This design comes from an exercise in tuning for small area on the open sky130 flow, not from production work.
At most, simulation tests tie the RTL to the original design; equivalence was not proved.
Power figures rest on the tool's default switching activity, not on a simulated workload.

// tb_hw
module tb_hw (
    input clk,
    input rst,
    output out_test,
    input uart_rx,
    output rpi_tx,
    input sck_in,
    input ws_in,
    input sd_in,
    output out_test2,
    output [7:0] led
);
    wire rstn = ~rst;
    reg uart_m, uart_s;
    reg sck_m, sck_s;
    reg ws_m, ws_s;
    reg sd_m, sd_s;
    always @(posedge clk) begin
        uart_m <= uart_rx & rstn;
        uart_s <= uart_m & rstn;
        sck_m  <= sck_in & rstn;
        sck_s  <= sck_m & rstn;
    end
    always @(posedge clk) begin
        ws_m <= ws_in; ws_s <= ws_m;
        sd_m <= sd_in; sd_s <= sd_m;
    end
    assign rpi_tx = uart_s;
    reg sck_d1, sck_d2;
    always @(posedge clk) begin
        sck_d1 <= sck_s & rstn;
        sck_d2 <= sck_d1 & rstn;
    end
    wire sck_p = sck_d1 & ~sck_d2;
    wire sck_n = ~sck_d1 & sck_d2;
    wire p_ld = sck_p & rstn;
    wire p_hd = ~sck_p & rstn;
    reg wsd, wsd1;
    always @(posedge clk) begin
        wsd  <= (ws_s & p_ld) | (wsd  & p_hd);
        wsd1 <= (wsd  & p_ld) | (wsd1 & p_hd);
    end
    wire wsp = wsd ^ wsd1;
    wire sample_clk = wsp & ~wsd;
  ...
==> flow/config.mk <==
export PLATFORM = sky130hd
export DESIGN_NAME = tb_hw
export DESIGN_NICKNAME = tb_hw
export VERILOG_FILES = /design/flow/design.v
export SDC_FILE = /design/flow/constraint.sdc
export NUM_CORES = 4
export LEC_CHECK = 0
export CAP_MARGIN = 20
export CORE_MARGIN = 2
export CORE_UTILIZATION = 40
export CTS_BUF_LIST = sky130_fd_sc_hd__clkbuf_8
export SLEW_MARGIN = 20
export SYNTH_MEMORY_MAX_BITS = 262144
==> flow/constraint.sdc <==
create_clock -name core_clock -period 10.0 [get_ports {clk}]
set_input_delay 2.0000 -clock core_clock [delete_from_list [all_inputs] [get_ports {clk}]]
set_output_delay 2.0000 -clock core_clock [all_outputs]
set_load 0.01 [all_outputs]
standard.sh (not shown) runs the stock make flow with config.mk's settings and CLKGATE_MAP_FILE= SYNTH_SCRIPT=/design/flow/synth_recipe.tcl, a recipe that flattens the netlist after the stock synthesis.
==> flow/flow/run.sh <==
#!/bin/bash
# Standard ORFS layout with three changes: ports buffered with buf_1 cells,
# clock tree built from clkbuf_8 cells without dummy loads, and larger
# sink clusters.  Each tool's output is in orfs/logs; make's own output goes
# to flow_make.log.
set -euo pipefail
bash standard.sh \
  "BUFFER_PORTS_ARGS=-buffer_cell sky130_fd_sc_hd__buf_1" \
  "CTS_ARGS=-sink_clustering_enable -repair_clock_nets -dont_use_dummy_load -buf_list sky130_fd_sc_hd__clkbuf_8 -sink_clustering_size 20 -sink_clustering_max_diameter 60" \
  finish > flow_make.log 2>&1
The starting point finished with timing, DRC and antenna clean.
Next try:
==> flow/run.sh (new file) <==
#!/bin/bash
# synth_recipe.tcl (not shown) runs the flow's synth.tcl, then flattens the netlist and writes it again
# the make line also repeats each setting of config.mk as NAME=value (left out here)
make -C /OpenROAD-flow-scripts/flow DESIGN_CONFIG=/design/flow/config.mk WORK_HOME=/design/flow/orfs CLKGATE_MAP_FILE= SYNTH_SCRIPT=/design/flow/synth_recipe.tcl finish
removed: flow/flow/run.sh
removed: flow/standard.sh
After rerunning: The changed run finished with timing, DRC and antenna clean; worst setup slack is worse by 0.0043 ns; wire length is higher by 0.71%; global-route usage hardly moves; power is higher by 14%; clock-buffer cell count stays the same; cell area is higher by 3.6%; final cell count is higher by 1.6%; die area does not change; combinational power barely changes; non-clock buffer count is lower by 1; clock power is higher by 48%.
Next try:
==> flow/flow/run.sh (new file) <==
#!/bin/bash
# Standard ORFS layout with three changes: ports buffered with buf_1 cells,
# clock tree built from clkbuf_8 cells without dummy loads, and larger
# sink clusters.  Each tool's output is in orfs/logs; make's own output goes
# to flow_make.log.
set -euo pipefail
bash standard.sh \
  "BUFFER_PORTS_ARGS=-buffer_cell sky130_fd_sc_hd__buf_1" \
  "CTS_ARGS=-sink_clustering_enable -repair_clock_nets -dont_use_dummy_load -buf_list sky130_fd_sc_hd__clkbuf_4 -sink_clustering_size 20 -sink_clustering_max_diameter 60" \
  finish > flow_make.log 2>&1
==> flow/standard.sh (new file) <==
#!/bin/bash
# synth_recipe.tcl (not shown) runs the flow's synth.tcl, then flattens the netlist and writes it again
# the make line also repeats each setting of config.mk as NAME=value (left out here)
make -C /OpenROAD-flow-scripts/flow DESIGN_CONFIG=/design/flow/config.mk WORK_HOME=/design/flow/orfs CLKGATE_MAP_FILE= SYNTH_SCRIPT=/design/flow/synth_recipe.tcl "${@:-finish}"
--- a/flow/config.mk
+++ b/flow/config.mk
@@ -10,2 +10,2 @@
-export CORE_UTILIZATION = 40
-export CTS_BUF_LIST = sky130_fd_sc_hd__clkbuf_8
+export CORE_UTILIZATION = 65
+export GPL_TIMING_DRIVEN = 1
removed: flow/run.sh
After rerunning: The changed run completed with no timing, DRC or antenna violations; synthesized cell count stays the same; cell count drops by roughly a tenth; final area fell by a few percent; worst hold slack is worse by 0.026 ns; routed wire length came out higher slightly; non-clock buffer count goes down by 4; core utilization grows by 24 points; clock skew grows by 0.024 ns; sequential share of layout area climbs by 2.5 points; total power went down by about a fifth.
No run of this note included a check of the RTL's function; only the layout flow was run.

---

== red ==
Another version of the RTL of tb_hw (not shown whole).
For scale: roughly 620 cells after synthesis, about 140 flip-flops, about 17 I/O pins.
==> flow/config.mk <==
export PLATFORM = sky130hd
export DESIGN_NAME = tb_hw
export DESIGN_NICKNAME = tb_hw
export VERILOG_FILES = /design/flow/design.v
export SDC_FILE = /design/flow/constraint.sdc
export NUM_CORES = 4
export LEC_CHECK = 0
export CAP_MARGIN = 20
export CORE_MARGIN = 2
export CORE_UTILIZATION = 55
export SLEW_MARGIN = 20
export SYNTH_HIERARCHICAL = 1
export SYNTH_MEMORY_MAX_BITS = 262144
export SYNTH_MINIMUM_KEEP_SIZE = 0
==> flow/constraint.sdc <==
create_clock -name core_clock -period 10.0 [get_ports {clk}]
set_input_delay 2.0000 -clock core_clock [delete_from_list [all_inputs] [get_ports {clk}]]
set_output_delay 2.0000 -clock core_clock [all_outputs]
set_load 0.01 [all_outputs]
==> flow/flow/run.sh <==
#!/bin/bash
# Standard ORFS layout with three changes: ports buffered with buf_1 cells,
# clock tree built from clkbuf_8 cells without dummy loads, and larger
# sink clusters.  Each tool's output is in orfs/logs; make's own output goes
# to flow_make.log.
set -euo pipefail
bash standard.sh \
  "BUFFER_PORTS_ARGS=-buffer_cell sky130_fd_sc_hd__buf_1" \
  "CTS_ARGS=-sink_clustering_enable -repair_clock_nets -dont_use_dummy_load -buf_list sky130_fd_sc_hd__clkbuf_4 -sink_clustering_size 20 -sink_clustering_max_diameter 60" \
  finish > flow_make.log 2>&1
#### Input delta (blue over red)
- setting GPL_TIMING_DRIVEN to 0 for the first time
- Status: count of final max-slew check failures parity (red, blue)
- From blue to red, post-synthesis compound-gate area fraction did not move at all.
- Looking only at count of buffers added by post-CTS timing repair for setup, and setting everything else aside, the lower value of blue and red goes to red.
- When blue is measured against red, its fraction of area in registers turns out 0.43 points lower.
- Re transition at the pin with the smallest max-transition slack: blue is 5.4 ps up on red.
- Summary of blue over red: growth of design area from synthesis to finish now sits higher; design area rose 1.2%; wire length on met1 grew by 1.9%; clock share of power now sits at about the same level; initial antenna violation count saw a decrease.
- blue falls short of red in power.
No functional check of the RTL was part of any run of this note.

---

== the reference run ==
Another version of the RTL of tb_hw (not shown whole).
Size in the first run: ~650 cells after synthesis, roughly 140 flip-flops, ~17 I/O pins, about 7000 um^2 of cells after synthesis.
==> flow/design.v (excerpt) <==
module tb_hw (
    input clk,
    input rst,
    output out_test,
    input uart_rx,
    output rpi_tx,
    input sck_in,
    input ws_in,
    input sd_in,
    output out_test2,
    output [7:0] led
);
==> flow/config.mk <==
export PLATFORM = sky130hd
export DESIGN_NAME = tb_hw
export DESIGN_NICKNAME = tb_hw
export VERILOG_FILES = /design/flow/design.v
export SDC_FILE = /design/flow/constraint.sdc
export NUM_CORES = 4
export LEC_CHECK = 0
export CAP_MARGIN = 0
export CORE_MARGIN = 2
export CORE_UTILIZATION = 55
export SLEW_MARGIN = 0
export SYNTH_MEMORY_MAX_BITS = 262144
==> flow/constraint.sdc <==
create_clock -name core_clock -period 10.0 [get_ports {clk}]
set_input_delay 2.0000 -clock core_clock [delete_from_list [all_inputs] [get_ports {clk}]]
set_output_delay 2.0000 -clock core_clock [all_outputs]
set_load 0.01 [all_outputs]
Scripts as last shown in full above: flow/flow/run.sh
The reference run closes out successfully: all stages finished, all timing, DRC and antenna checks passed.
The following lists how the trial run was set up differently from the reference run:
Settings: CAP_MARGIN changed from 0 to 20; GPL_TIMING_DRIVEN newly set to 0; SLEW_MARGIN changed from 0 to 20.
The final report for the trial run shows a completed flow and a layout that fails verification, specifically negative setup slack.
Against the reference run, net switching power of the design in the trial run fell slightly.
The more densely filled core belongs to the trial run, not the reference run.
Between the reference run and the trial run, the flow reports design area increasing slightly.
In terms of post-place instance area, the trial run and the reference run differ only marginally.
Fmax | the trial run vs the reference run | the trial run slower
The trial run -> the reference run: post-route total power flat
Going from the reference run to the trial run, final clock period utilization by the worst path saw an increase; global-route usage up 1.0 points.

---

tb_hw, a different RTL version from the one above (not shown whole).
For scale: ~140 flip-flops, roughly 17 I/O pins, ~0.0071 mm2 of cells after synthesis.
Settings: LEC_CHECK=0, CAP_MARGIN=20, CORE_MARGIN=2, CORE_UTILIZATION=45, PLACE_DENSITY=0.9, SLEW_MARGIN=20, SYNTH_MEMORY_MAX_BITS=262144; clock period 10.0 ns.
Scripts as last shown in full above: flow/flow/run.sh
==> next run, changes <==
Settings changed: CORE_UTILIZATION 45 to 55, PLACE_DENSITY 0.9 to unset.
The changed run produced a clean layout; register-to-register slack gets worse by 20 ps; clock-buffer cell count does not change; worst setup slack gets worse by 23 ps.

---

== rev 12 ==
The RTL this note starts from:
==> flow/design.v <==
`default_nettype none
`default_nettype none
`default_nettype none
module rca #(parameter N = 8) (
    input  [N-1:0] a,
    input  [N-1:0] b,
    input          ci,
    output [N-1:0] s
);
    wire [N:0] c;
    assign c[0] = ci;
    genvar i;
    generate
        for (i = 0; i < N; i = i + 1) begin : bit_
            assign s[i]   = a[i] ^ b[i] ^ c[i];
            assign c[i+1] = (a[i] & b[i]) | (c[i] & (a[i] ^ b[i]));
        end
    endgenerate
endmodule
`default_nettype none
module tb_hw (
    input clk,
    input rst,
    output out_test,
    input uart_rx,
    output rpi_tx,
    input sck_in,
    input ws_in,
    input sd_in,
    output out_test2,
    output [7:0] led
);
    wire rstn = ~rst;
    reg uart_m, uart_s;
    reg sck_m, sck_s;
    reg ws_m, ws_s;
    reg sd_m, sd_s;
    always @(posedge clk) begin
        uart_m <= uart_rx & rstn;
        uart_s <= uart_m & rstn;
        sck_m  <= sck_in & rstn;
        sck_s  <= sck_m & rstn;
    end
    always @(posedge clk) begin
        ws_m <= ws_in; ws_s <= ws_m;
        sd_m <= sd_in; sd_s <= sd_m;
    end
    assign rpi_tx = uart_s;
    reg sck_d1, sck_d2;
    always @(posedge clk) begin
        sck_d1 <= sck_s & rstn;
        sck_d2 <= sck_d1 & rstn;
    end
    wire sck_p = sck_d1 & ~sck_d2;
    wire sck_n = ~sck_d1 & sck_d2;
    wire p_ld = sck_p & rstn;
    wire p_hd = ~sck_p & rstn;
    reg wsd, wsd1;
    always @(posedge clk) begin
        wsd  <= (ws_s & p_ld) | (wsd  & p_hd);
        wsd1 <= (wsd  & p_ld) | (wsd1 & p_hd);
    end
    wire wsp = wsd ^ wsd1;
    wire sample_clk = wsp & ~wsd;
    reg [3:0] counter;
    always @(posedge clk) begin
        if (rst) counter <= 4'd0;
        else if (sck_n) begin
            if (wsp) counter <= 4'd15;
            else if (counter != 4'd0) counter <= counter - 4'd1;
        end
    end
    reg [15:0] buffer;
    wire sd_r = sd_s & rstn;
    genvar gi;
    generate
        for (gi = 0; gi < 16; gi = gi + 1) begin : g_buf
            wire wr = rst | (sck_p & (counter == gi));
            always @(posedge clk) buffer[gi] <= wr ? sd_r : buffer[gi];
        end
    endgenerate
    reg [15:0] left_channel, right_channel;
    wire ld_l = sck_p & wsp & wsd;
    wire ld_r = sck_p & wsp & ~wsd;
    wire l_ld = ld_l & rstn, l_hd = ~ld_l & rstn;
    wire r_ld = ld_r & rstn, r_hd = ~ld_r & rstn;
    always @(posedge clk) begin
        left_channel  <= (buffer & {16{l_ld}}) | (left_channel  & {16{l_hd}});
        right_channel <= (buffer & {16{r_ld}}) | (right_channel & {16{r_hd}});
    end
    reg [16:0] dac_l, dac_r;
    wire [16:0] dac_l_nx, dac_r_nx;
    wire pos_l = ~dac_l[16];
    wire pos_r = ~dac_r[16];
    rca #(17) u_add_l (.a(dac_l), .b({pos_l, ~left_channel[15],  left_channel[14:0]}),  .ci(pos_l), .s(dac_l_nx));
    rca #(17) u_add_r (.a(dac_r), .b({pos_r, ~right_channel[15], right_channel[14:0]}), .ci(pos_r), .s(dac_r_nx));
    always @(posedge clk) begin
        dac_l <= dac_l_nx | {17{rst}};
        dac_r <= dac_r_nx | {17{rst}};
    end
    assign out_test  = pos_l;
    assign out_test2 = pos_r;
    reg [30:0] ema;
    wire [15:0] ema_hi = ema[30:15];
    wire [16:0] ema_d;
    wire [19:0] ema_d5;
    rca #(17) u_ema_sub (.a({right_channel[15], right_channel}), .b(~{ema_hi[15], ema_hi}), .ci(1'b1), .s(ema_d));
    wire [16:0] ema_dg = ema_d & {17{sample_clk}};
    rca #(18) u_ema_x5 (.a({{3{ema_dg[16]}}, ema_dg[16:2]}), .b({ema_dg[16], ema_dg}), .ci(1'b0), .s(ema_d5[19:2]));
    assign ema_d5[1:0] = ema_dg[1:0];
    wire [20:0] ema_lo_nx;
    rca #(21) u_ema_lo (.a({1'b0, ema[19:0]}), .b({1'b0, ema_d5}), .ci(1'b0), .s(ema_lo_nx));
    wire ema_inc = ema_lo_nx[20] & ~ema_d5[19];
    wire ema_dec = ~ema_lo_nx[20] & ema_d5[19];
    wire [10:0] ones, zeros;
    assign ones[0] = 1'b1;
    assign zeros[0] = 1'b1;
    generate
        for (gi = 1; gi < 11; gi = gi + 1) begin : g_pre
            assign ones[gi]  = ones[gi-1] & ema[19+gi];
            assign zeros[gi] = zeros[gi-1] & ~ema[19+gi];
        end
    endgenerate
    wire [10:0] ema_flip = ({11{ema_inc}} & ones) | ({11{ema_dec}} & zeros);
    wire [30:0] ema_nx = {ema[30:20] ^ ema_flip, ema_lo_nx[19:0]};
    always @(posedge clk) ema <= ema_nx & {31{rstn}};
    wire [14:0] mlo = ema_hi[14:0];
    wire neg = ema_hi[15];
    function automatic ge(input n, input [14:0] lo, input [15:0] t);
        ge = n ? (lo != 15'd0) && ({1'b0, lo} <= 16'd32768 - t) : ({1'b0, lo} >= t);
    endfunction
    wire [6:0] th = {ge(neg, mlo, 16'd29205), ge(neg, mlo, 16'd7336), ge(neg, mlo, 16'd1464),
                     ge(neg, mlo, 16'd368), ge(neg, mlo, 16'd93), ge(neg, mlo, 16'd19), ge(neg, mlo, 16'd5)};
    wire [2:0] lvl = {th[3], th[5] | (th[1] & ~th[3]), th[6] | (th[4] & ~th[5]) | (th[2] & ~th[3]) | (th[0] & ~th[1])};
    reg [2:0] lvl1, lvl2, lvl3;
    reg on;
    always @(posedge clk) begin
        lvl1 <= lvl & {3{rstn}};
        lvl2 <= lvl1 & {3{rstn}};
        lvl3 <= lvl2;
        on <= rstn;
    end
    wire [7:0] bar = {8{on}} & {lvl3 == 3'd7, lvl3 >= 3'd6, lvl3 >= 3'd5, lvl3 >= 3'd4,
                                lvl3 >= 3'd3, lvl3 >= 3'd2, lvl3 >= 3'd1, 1'b1};
    assign led = ~{bar[0], bar[1], bar[2], bar[3], bar[4], bar[5], bar[6], bar[7]};
endmodule
clock: 10.0 ns
lec_check: 0
cap_margin: 20
core_margin: 2
core_utilization: 40
cts_buf_list: sky130_fd_sc_hd__clkbuf_8
cts_cluster_diameter: 80
cts_cluster_size: 30
slew_margin: 20
synth_memory_max_bits: 262144
run.sh (not shown) runs the stock make flow with config.mk's settings and CLKGATE_MAP_FILE= SYNTH_SCRIPT=/design/flow/synth_recipe.tcl, a recipe that flattens the netlist after the stock synthesis.
Stock flow here: none of the scripts above is used.
Changes in rev 13 relative to rev 12:
Settings: GPL_TIMING_DRIVEN now 0, previously not set; CTS_CLUSTER_SIZE no longer set, was 30; CTS_BUF_LIST now sky130_fd_sc_hd__clkbuf_4 sky130_fd_sc_hd__clkbuf_8 sky130_fd_sc_hd__clkbuf_16, was sky130_fd_sc_hd__clkbuf_8; CTS_CLUSTER_DIAMETER no longer set, was 80.
==> run summary <==
Rev 13 finished end to end and its layout was clean on timing, DRC and antenna. Between rev 13 and rev 12, the starting utilization of the core area does not differ in any meaningful way. The final cell count of rev 13 exceeds that of rev 12 by about 2.2%. Rev 13 vs. rev 12: iteration count of the initial detailed-routing pass went up by 1. ~same number of maximum-capacitance constraint violations in rev 13 and rev 12.
Function was not checked in any run of this note: the RTL went through the layout flow alone.

==> afterwards: timing with drivers on the ports <==
The results above use ideal ports. As a check the final layouts listed here were re-extracted and re-timed, cells and wires unchanged.
Step 1, drivers: a clkbuf_16 drives clk and a buf_2 each remaining input, both assumed.
Step 2 times the ports against the registers' clock, not the clock port: input delays grow and output delays shrink by t, the midpoint of the rising clock arrivals with the driver on.
Slacks: no drivers / after step 1 / after step 2; pairs: no drivers / after step 1.
run	t (ns)	setup WS [ns]	latest minus earliest clock arrival (ns)
the first run of note 1	0.467	0.353 / 0.353 / 0.353	0.032 / 0.032
the second run of note 1	0.490	0.348 / 0.348 / 0.348	0.014 / 0.014
the third run of note 1	0.564	0.301 / 0.301 / 0.301	0.038 / 0.038
red	0.562	0.188 / 0.188 / 0.188	0.031 / 0.031
blue	0.559	0.124 / 0.124 / 0.124	0.033 / 0.033
the reference run	0.555	0.154 / 0.154 / 0.154	0.042 / 0.041
the trial run	0.545	-0.004 / -0.004 / -0.004	0.039 / 0.038
the first run of note 4	0.564	0.334 / 0.334 / 0.334	0.049 / 0.049
the second run of note 4	0.550	0.311 / 0.311 / 0.311	0.036 / 0.036
rev 12	0.481	0.293 / 0.293 / 0.293	0.018 / 0.018
rev 13	0.469	0.170 / 0.170 / 0.170	0.017 / 0.017
